This is an optimization exercise on Yosys and OpenROAD, whose aim is small area, a short achievable clock period and few clock cycles per item, not a production implementation. Function was checked by simulation only, so behaviour that the tests miss may differ from the original.

==> flow/design.v (outline; a module is shown in full before it is edited, if it fits) <==
// module fft: 3810 lines
// module fa: 4 lines
// module hpg: 4 lines
// module icy: 3 lines
// module ncy: 3 lines
// module xs: 3 lines
module fft (
    input wire clk,
    input wire rst_n,
    input wire start,
    input wire [127:0] x_real_flat,
    input wire [127:0] x_imag_flat,
    output wire [127:0] X_real_flat,
    output wire [127:0] X_imag_flat,
    output logic done
);
  // ...
==> flow/flow/run.sh <==
#!/bin/bash
# Layout flow: the standard ORFS flow (standard.sh), with the input and
# output port buffers made sky130_fd_sc_hd__buf_1 instead of the flow's default
# buffer. Every port still gets its own buffer.
set -euo pipefail
bash standard.sh "BUFFER_PORTS_ARGS=-buffer_cell sky130_fd_sc_hd__buf_1" finish > standard_flow.log 2>&1
==> flow/standard.sh <==
#!/bin/bash
# synth_recipe.tcl (not shown) runs the flow's synth.tcl, then flattens the netlist and writes it again
# the make line also repeats each setting of config.mk as NAME=value (left out here)
make -C /OpenROAD-flow-scripts/flow DESIGN_CONFIG=/design/flow/config.mk WORK_HOME=/design/flow/orfs CLKGATE_MAP_FILE= SYNTH_SCRIPT=/design/flow/synth_recipe.tcl "${@:-finish}"
==> flow/config.mk <==
export PLATFORM = sky130hd
export DESIGN_NAME = fft
export DESIGN_NICKNAME = fft
export VERILOG_FILES = /design/flow/design.v
export SDC_FILE = /design/flow/constraint.sdc
export NUM_CORES = 4
export LEC_CHECK = 0
export CAP_MARGIN = 20
export CORE_MARGIN = 2
export CORE_UTILIZATION = 30
export SLEW_MARGIN = 20
export SYNTH_HIERARCHICAL = 1
export SYNTH_MINIMUM_KEEP_SIZE = 0
==> flow/constraint.sdc <==
create_clock -name core_clock -period 10.0 [get_ports {clk}]
set_input_delay 2.0000 -clock core_clock [delete_from_list [all_inputs] [get_ports {clk}]]
set_output_delay 2.0000 -clock core_clock [all_outputs]
set_load 0.01 [all_outputs]
==> impl_metrics.json, run 1 <==
{
  "finalSetupViolations": 0,
  "gp_congestion": 0.854,
  "dp.cells": 4702,
  "root_buffer": "clkbuf_16",
  "worstSetupEndpointType": "register",
  "grt_usage_pct": 17.5,
  "wl_met3_um": 4670,
  "hpwl_um": 91900,
  "htreeDepth": 2,
  "grt_most_used_layer": "met2",
  "avgSynthCellArea_um2": 11.6,
  "synth.area.mux_share_pct": 0,
  "ys_ff_latch": 321,
  "num-nets-final": 4478,
  "arrival_ps": 7840,
  "use_met3_pct": 3.05,
  "synth_ff_type": "dfxtp_1",
  "multi_input_area_share_pct": 64.3,
  "grt_pass1_vias": 22200,
  "path_clk_slew_ps": 60,
  "grt_pass1_wl_um": 145000,
  "status": "no timing/DRC/antenna violations",
  "path_max_fanout": 3,
  "synth-simple-area-share_pct": 0.225,
  "worst-path-buf-inv": 2,
  "vias": 20000,
  "ys_async_sr_fraction_pct": 0.312,
  "cts_hold_buf": 0,
  "wl_per_cell_um": 20.8,
  "place_ws_ps": 2080,
  "slowest_stage": "xor2_1",
  "synth_top_area_cell": "fa_1",
  "final_common_cell": "buf_1",
  "diodes": 3,
  "cts_setup_buffers": 0,
  "initial_core_util_pct": 30.2,
  "clock_sinks": 321,
  "netlist_instances": 2925
}
Testbench counts, summed over its fixed seeds: cycles 2,408, items 2,400.
==> run 2: changes to the inputs <==
--- a/flow/config.mk
+++ b/flow/config.mk
@@ -8,6 +8,7 @@
 export CAP_MARGIN = 20
 export CORE_MARGIN = 2
 export CORE_UTILIZATION = 30
+export SETUP_SLACK_MARGIN = 3
 export SLEW_MARGIN = 20
 export SYNTH_HIERARCHICAL = 1
 export SYNTH_MINIMUM_KEEP_SIZE = 0
==> impl_metrics.json, run 2 <==
{
  "hold_path_class": "in -> async",
  "final_cell_mix": "buf_1 (510), ha_1 (465), fa_1 (460)",
  "place_ws_ps": 2260,
  "die_y_um": 340,
  "synth.yosys.seq_area_share_pct": 18.9,
  "avgSynthCellArea_um2": 11.6,
  "crit_required_ps": 10500,
  "synth-edff-count": 0,
  "slowest_stage": "fa_2",
  "cts_tree": "done",
  "antenna_left": 0,
  "vias": 20200,
  "netlist_area_um2": 33900,
  "numCtsBuffers": 45,
  "arrival_ps": 7380,
  "portBuffers": 515,
  "rows": 123,
  "multi_input_area_um2": 25200,
  "initial_core_util_pct": 30.2,
  "setup_slack_ps": 3120,
  "ys_top_cells_by_count": "fa_1 (498), ha_1 (472), xor2_1 (448)",
  "wl_um": 101000,
  "worst-path-buf-inv": 3,
  "grt_pass1_vias": 21600,
  "synth_nets": 4154,
  "max_cap_violations": 0,
  "ys_types": 20,
  "wl_per_cell_um": 21.1,
  "worstSetupEndpointType": "register",
  "synth_top_area_share_pct": 29.4,
  "clock_sinks": 321,
  "worst_setup_path_start_kind": "input port",
  "finalSetupViolations": 0,
  "ys_ff_latch": 321,
  "root_buffer": "clkbuf_16",
  "netlist_instances": 2925,
  "synth_ff_type": "dfxtp_1",
  "path_clk_slew_ps": 60,
  "grt_pass1_wl_um": 144000,
  "die-area_um2": 116000,
  "drive_gt1_share_pct": 8.27,
  "drtPass1Iterations": 5,
  "period_needed_ps": 6880,
  "via_per_inst": 4.20,
  "fmax_ghz": 0.145,
  "cts_hold_buf": 0,
  "num-nets-final": 4493,
  "drtIter0Drc": 789,
  "whs_ps": 1130,
  "final_common_cell": "buf_1",
  "grt_usage_pct": 17.6,
  "crit_type": "in -> reg",
  "drc": 0,
  "rsz0062_at_grt": "yes",
  "core_um2": 112000,
  "fillCellCount": 11400,
  "io-pin-count": 516,
  "ys_async_sr_fraction_pct": 0.312,
  "yosysMostFrequentCell": "fa_1",
  "regArea_um2": 6440,
  "grt_max_degree": 14,
  "relSlewSlack_pct": 64.9,
  "hold_violations": 0,
  "fin_util_pct": 34.6,
  "status": "no timing/DRC/antenna violations",
  "cpLargestDelayFamily": "adder cells",
  "crit_chain": "buf_1 > inv_1 > ha_2 > inv_1 > ha_1 > fa_1 > fa_2 > fa_2 > ha_2 > fa_2 > ha_1 > fa_1 > fa_2 > fa_1 > nor4_1 > nand2_1 > fa_1",
  "htreeDepth": 2,
  "gp_congestion": 0.849,
  "worstMarginPinSlew_ps": 525,
  "synthTopCellsByArea": "fa_1 (29%), dfxtp_1 (19%), ha_1 (17%), xor2_1 (12%), a21o_1 (9.5%)",
  "synth_top_area_cell": "fa_1",
  "totalNegativeSetupSlack_ps": 0,
  "yosys_warnings": 7,
  "clockBufferDepth": 3,
  "cpPeakStageDelay_ps": 580,
  "path_max_fanout": 3,
  "antenna_found_initial": 12,
  "gr-total-overflow": 0,
  "hpwl_um": 93100,
  "fp.dieW_um": 340,
  "area_growth_pct": 14.4,
  "maxSlewViolCount": 0,
  "fin_crit_sh_pct": 68.8
}
## run 2: modules after synthesis, one instance, submodules excluded
| module | cell area, um2 | flops+latches |
|---|---|---|
| fft | 11700 | 321 |
| fa | 20.0 | 0 |
| hpg | 12.5 | 0 |
| xs | 8.76 | 0 |
| ncy | 7.51 | 0 |
## run 2: cell type report
type                    count  share of cell area [%]
well taps                1500                    4.83
clock inverters            26                   0.873
repair buffers            532                    5.32
flip-flops and latches    321                    16.6
inverters                 423                    4.09
multi-input cells        1941                    64.9
diodes                      2                  0.0129
clock buffers              58                    3.37
## run 2: timing repair
item | in CTS | in global routing
pin swaps | 2 | 32
gates resized for setup | 27 | 137
endpoints found under the setup margin | 19 | 48
setup buffers | 0 | 14
## run 2: worst paths after layout
kind	startpoint	endpoint	slack [ps]	depth (start not counted)
min	rst_n	done	1130	1
min in group core_clock	x_real_flat[109]	r111	1460	1
max	x_imag_flat[16]	r3390	3120	17
max in group asynchronous	rst_n	done	8770	1
## run 2: per-layer routing
layer	up-vias	part of all wire, %	GRT usage (%)
met5	-	0.087	0
met4	14	3.5	5.70
met3	123	5.6	3.61
met2	441	52	32.2
met1	9839	39	20.2
li1	9750	-	-
## run 2: cell families (layout without fill, tap and decap cells)
| logic type | Yosys count | after routing | share of synthesized area, % |
|---|---|---|---|
| other cells | 0 | 2 | 0 |
| buf+inv | 663 | 1039 | 9.99 |
| xor+xnor | 514 | 514 | 14.2 |
| fa+ha+maj | 982 | 982 | 47.1 |
| compound gates | 428 | 428 | 9.47 |
| flops | 321 | 321 | 18.9 |
| simple gates | 17 | 17 | 0.225 |
## run 2: metrics by stage
stage,cell area [um2],std cells
global placement,36000,4703
floorplan,34000,2925
finish,38800,4803
detailed placement,36000,4703
global route,38800,4802
CTS,37800,4787
==> run 3: changes to the inputs <==
--- a/flow/config.mk
+++ b/flow/config.mk
@@ -8,6 +8,8 @@
 export CAP_MARGIN = 20
 export CORE_MARGIN = 2
 export CORE_UTILIZATION = 30
+export CTS_CLUSTER_DIAMETER = 80
+export CTS_CLUSTER_SIZE = 40
 export SETUP_SLACK_MARGIN = 3
 export SLEW_MARGIN = 20
 export SYNTH_HIERARCHICAL = 1
==> impl_metrics.json, run 3 <==
{
  "period_needed_ps": 6920,
  "final_common_cell": "buf_1",
  "synthTopCellsByArea": "fa_1 (29%), dfxtp_1 (19%), ha_1 (17%), xor2_1 (12%), a21o_1 (9.5%)",
  "gp_congestion": 0.849,
  "drtIter0Drc": 718,
  "htreeDepth": 2,
  "cpPeakStageDelay_ps": 580,
  "use_met3_pct": 3.11,
  "finalSetupViolations": 0,
  "num-nets-final": 4484,
  "cts_hold_buf": 0,
  "synth_ff_type": "dfxtp_1",
  "portBuffers": 515,
  "hold_violations": 0,
  "totalNegativeSetupSlack_ps": 0,
  "netlist_area_um2": 33900,
  "synth_top_area_share_pct": 29.4,
  "whs_ps": 1150,
  "worstSetupEndpointType": "register",
  "place_ws_ps": 2260,
  "crit_chain": "buf_1 > inv_1 > ha_1 > inv_1 > ha_1 > fa_1 > fa_2 > fa_2 > ha_2 > fa_2 > ha_1 > fa_1 > fa_2 > fa_1 > nor4_1 > nand2_1 > fa_1",
  "path_max_fanout": 3,
  "use_met2_pct": 32.8,
  "slowest_stage": "fa_2",
  "cts_tree": "done",
  "die_y_um": 340,
  "worstMarginPinSlew_ps": 583,
  "finalInstanceArea_um2": 38300,
  "fmax_ghz": 0.145,
  "io-pin-count": 516,
  "fin_util_pct": 34.1,
  "path_clk_slew_ps": 60,
  "dpl_cell_area_um2": 36000,
  "core_um2": 112000,
  "worst_setup_path_start_kind": "input port",
  "gr-total-overflow": 0,
  "rsz0062_at_grt": "yes",
  "use_met1_pct": 20.4,
  "root_buffer": "clkbuf_16",
  "status": "no timing/DRC/antenna violations",
  "drc": 0,
  "synth_nets": 4154,
  "numCtsBuffers": 35,
  "netlist_instances": 2925,
  "initial_core_util_pct": 30.2,
  "synth_top_area_cell": "fa_1",
  "vias": 20100,
  "grt_usage_pct": 17.4,
  "hpwl_um": 93100,
  "wl_um": 100000,
  "die-area_um2": 116000,
  "max_cap_violations": 0,
  "synth.yosys.seq_area_share_pct": 18.9,
  "via_per_inst": 4.20,
  "antenna_found_initial": 12,
  "synth-edff-count": 0,
  "ys_types": 20,
  "wl_per_cell_um": 21.0,
  "clockBufferDepth": 3,
  "drtPass1Iterations": 5,
  "grt_most_used_layer": "met2",
  "hold_path_class": "in -> async",
  "grt_max_degree": 31,
  "yosysMostFrequentCell": "fa_1",
  "area_growth_pct": 12.9,
  "maxSlewViolCount": 0,
  "clock_sinks": 321,
  "ys_ff_latch": 321,
  "drive_gt1_share_pct": 7.01,
  "crit_required_ps": 10470,
  "antenna_left": 0,
  "relSlewSlack_pct": 61.0,
  "ys_top_cells_by_count": "fa_1 (498), ha_1 (472), xor2_1 (448)",
  "rows": 123,
  "ys_async_sr_fraction_pct": 0.312,
  "setup_slack_ps": 3080,
  "fp.dieW_um": 340,
  "crit_type": "in -> reg",
  "grt_pass1_wl_um": 144000,
  "fin_crit_sh_pct": 69.2,
  "avgSynthCellArea_um2": 11.6,
  "yosys_warnings": 7,
  "grt_pass1_vias": 21500,
  "final_cell_mix": "buf_1 (510), ha_1 (469), fa_1 (465)",
  "arrival_ps": 7390
}
[run 3: cell counts after synthesis]
No cell type changed its count.
[run 3: critical path, delay by kind of cell]
kind,cells,cell delay [ps]
buf+inv,3,250
simple gates,2,420
fa+ha+maj,12,4730
[run 3: metrics by stage]
| step | instances |
|---|---|
| final | 4783 |
| after detailed placement | 4703 |
| after global routing | 4782 |
| after global placement | 4703 |
| after CTS | 4767 |
| after floorplan | 2925 |
[run 3: cells by family (layout without fill, tap and decap cells)]
| group | after synthesis | after routing | synth area share (%) |
|---|---|---|---|
| buf+inv | 663 | 1020 | 9.99 |
| compound gates | 428 | 428 | 9.47 |
| other cells | 0 | 1 | 0 |
| flops | 321 | 321 | 18.9 |
| simple gates | 17 | 17 | 0.225 |
| fa+ha+maj | 982 | 982 | 47.1 |
| xor+xnor | 514 | 514 | 14.2 |
[run 3: final cells by class]
class / count / area, um2
well taps: 1500 / 1880
inverters: 423 / 1590
fillers: 11500 / 74000
flip-flops and latches: 321 / 6440
diodes: 1 / 2.50
clock inverters: 28 / 495
clock buffers: 36 / 901
repair buffers: 533 / 2070
multi-input cells: 1941 / 25000
[run 3: Yosys stat by module (local to each module, per instance)]
module  copies in the design  area (um2)
fft                        1       11700
fa                       498        20.0
hpg                      428        12.5
xs                       428        8.76
ncy                      428        7.51
[run 3: routing by layer]
metal | part of all wire [%] | wire length [um] | up-vias
met5 | 0.11 | 109 | -
met4 | 2.0 | 1970 | 18
met3 | 4.8 | 4830 | 92
met2 | 53 | 53300 | 358
met1 | 40 | 40100 | 9886
li1 | - | - | 9727
[run 3: path summary, 6_finish.rpt]
path                                   from     to  slack [ps]  cells past startpoint
setup / recovery            x_imag_flat[16]  r3391        3080                     17
min in group core_clock    x_imag_flat[109]   r239        1450                      1
max in group asynchronous             rst_n   done        8760                      1
hold / removal                        rst_n   done        1150                      1
[run 3: repair_timing]
item                       CTS  global route
pin swaps                    0            25
buffers inserted             0            15
setup endpoints to repair   18            48
hold endpoints to repair     0             0
gates resized for setup     22           107

-- separate check: timing with driven ports --
No port has a modelled driver above. Below, the same layouts with a new extraction and two added sets of constraints.
Step 1 sets driving cells, clkbuf_16 on the clock port and buf_2 on the other inputs (assumed; they add their load-dependent delay and slew).
Step 2 moves the port delays by t, midway between the first and last clock arrival at a register: inputs arrive t later, outputs are due t later. That takes back most of the time a late clock gives input paths.
Slacks: ideal ports / drivers / drivers and shift; pairs: ideal ports / drivers.
| run | t, ns | slack for setup (ns) | worst data-port slew with drivers (ns) |
|---|---|---|---|
| run 1 | 0.689 | 2.702 / 2.735 / 2.056 | 0.14 |
| run 2 | 0.687 | 3.116 / 3.074 / 2.470 | 0.18 |
| run 3 | 0.686 | 3.082 / 3.081 / 2.434 | 0.19 |
After both steps setup and hold are still met in every run listed. For run 3, which loses most, drivers alone change the setup slack by -0.001 ns; drivers and shift together by -0.648 ns.
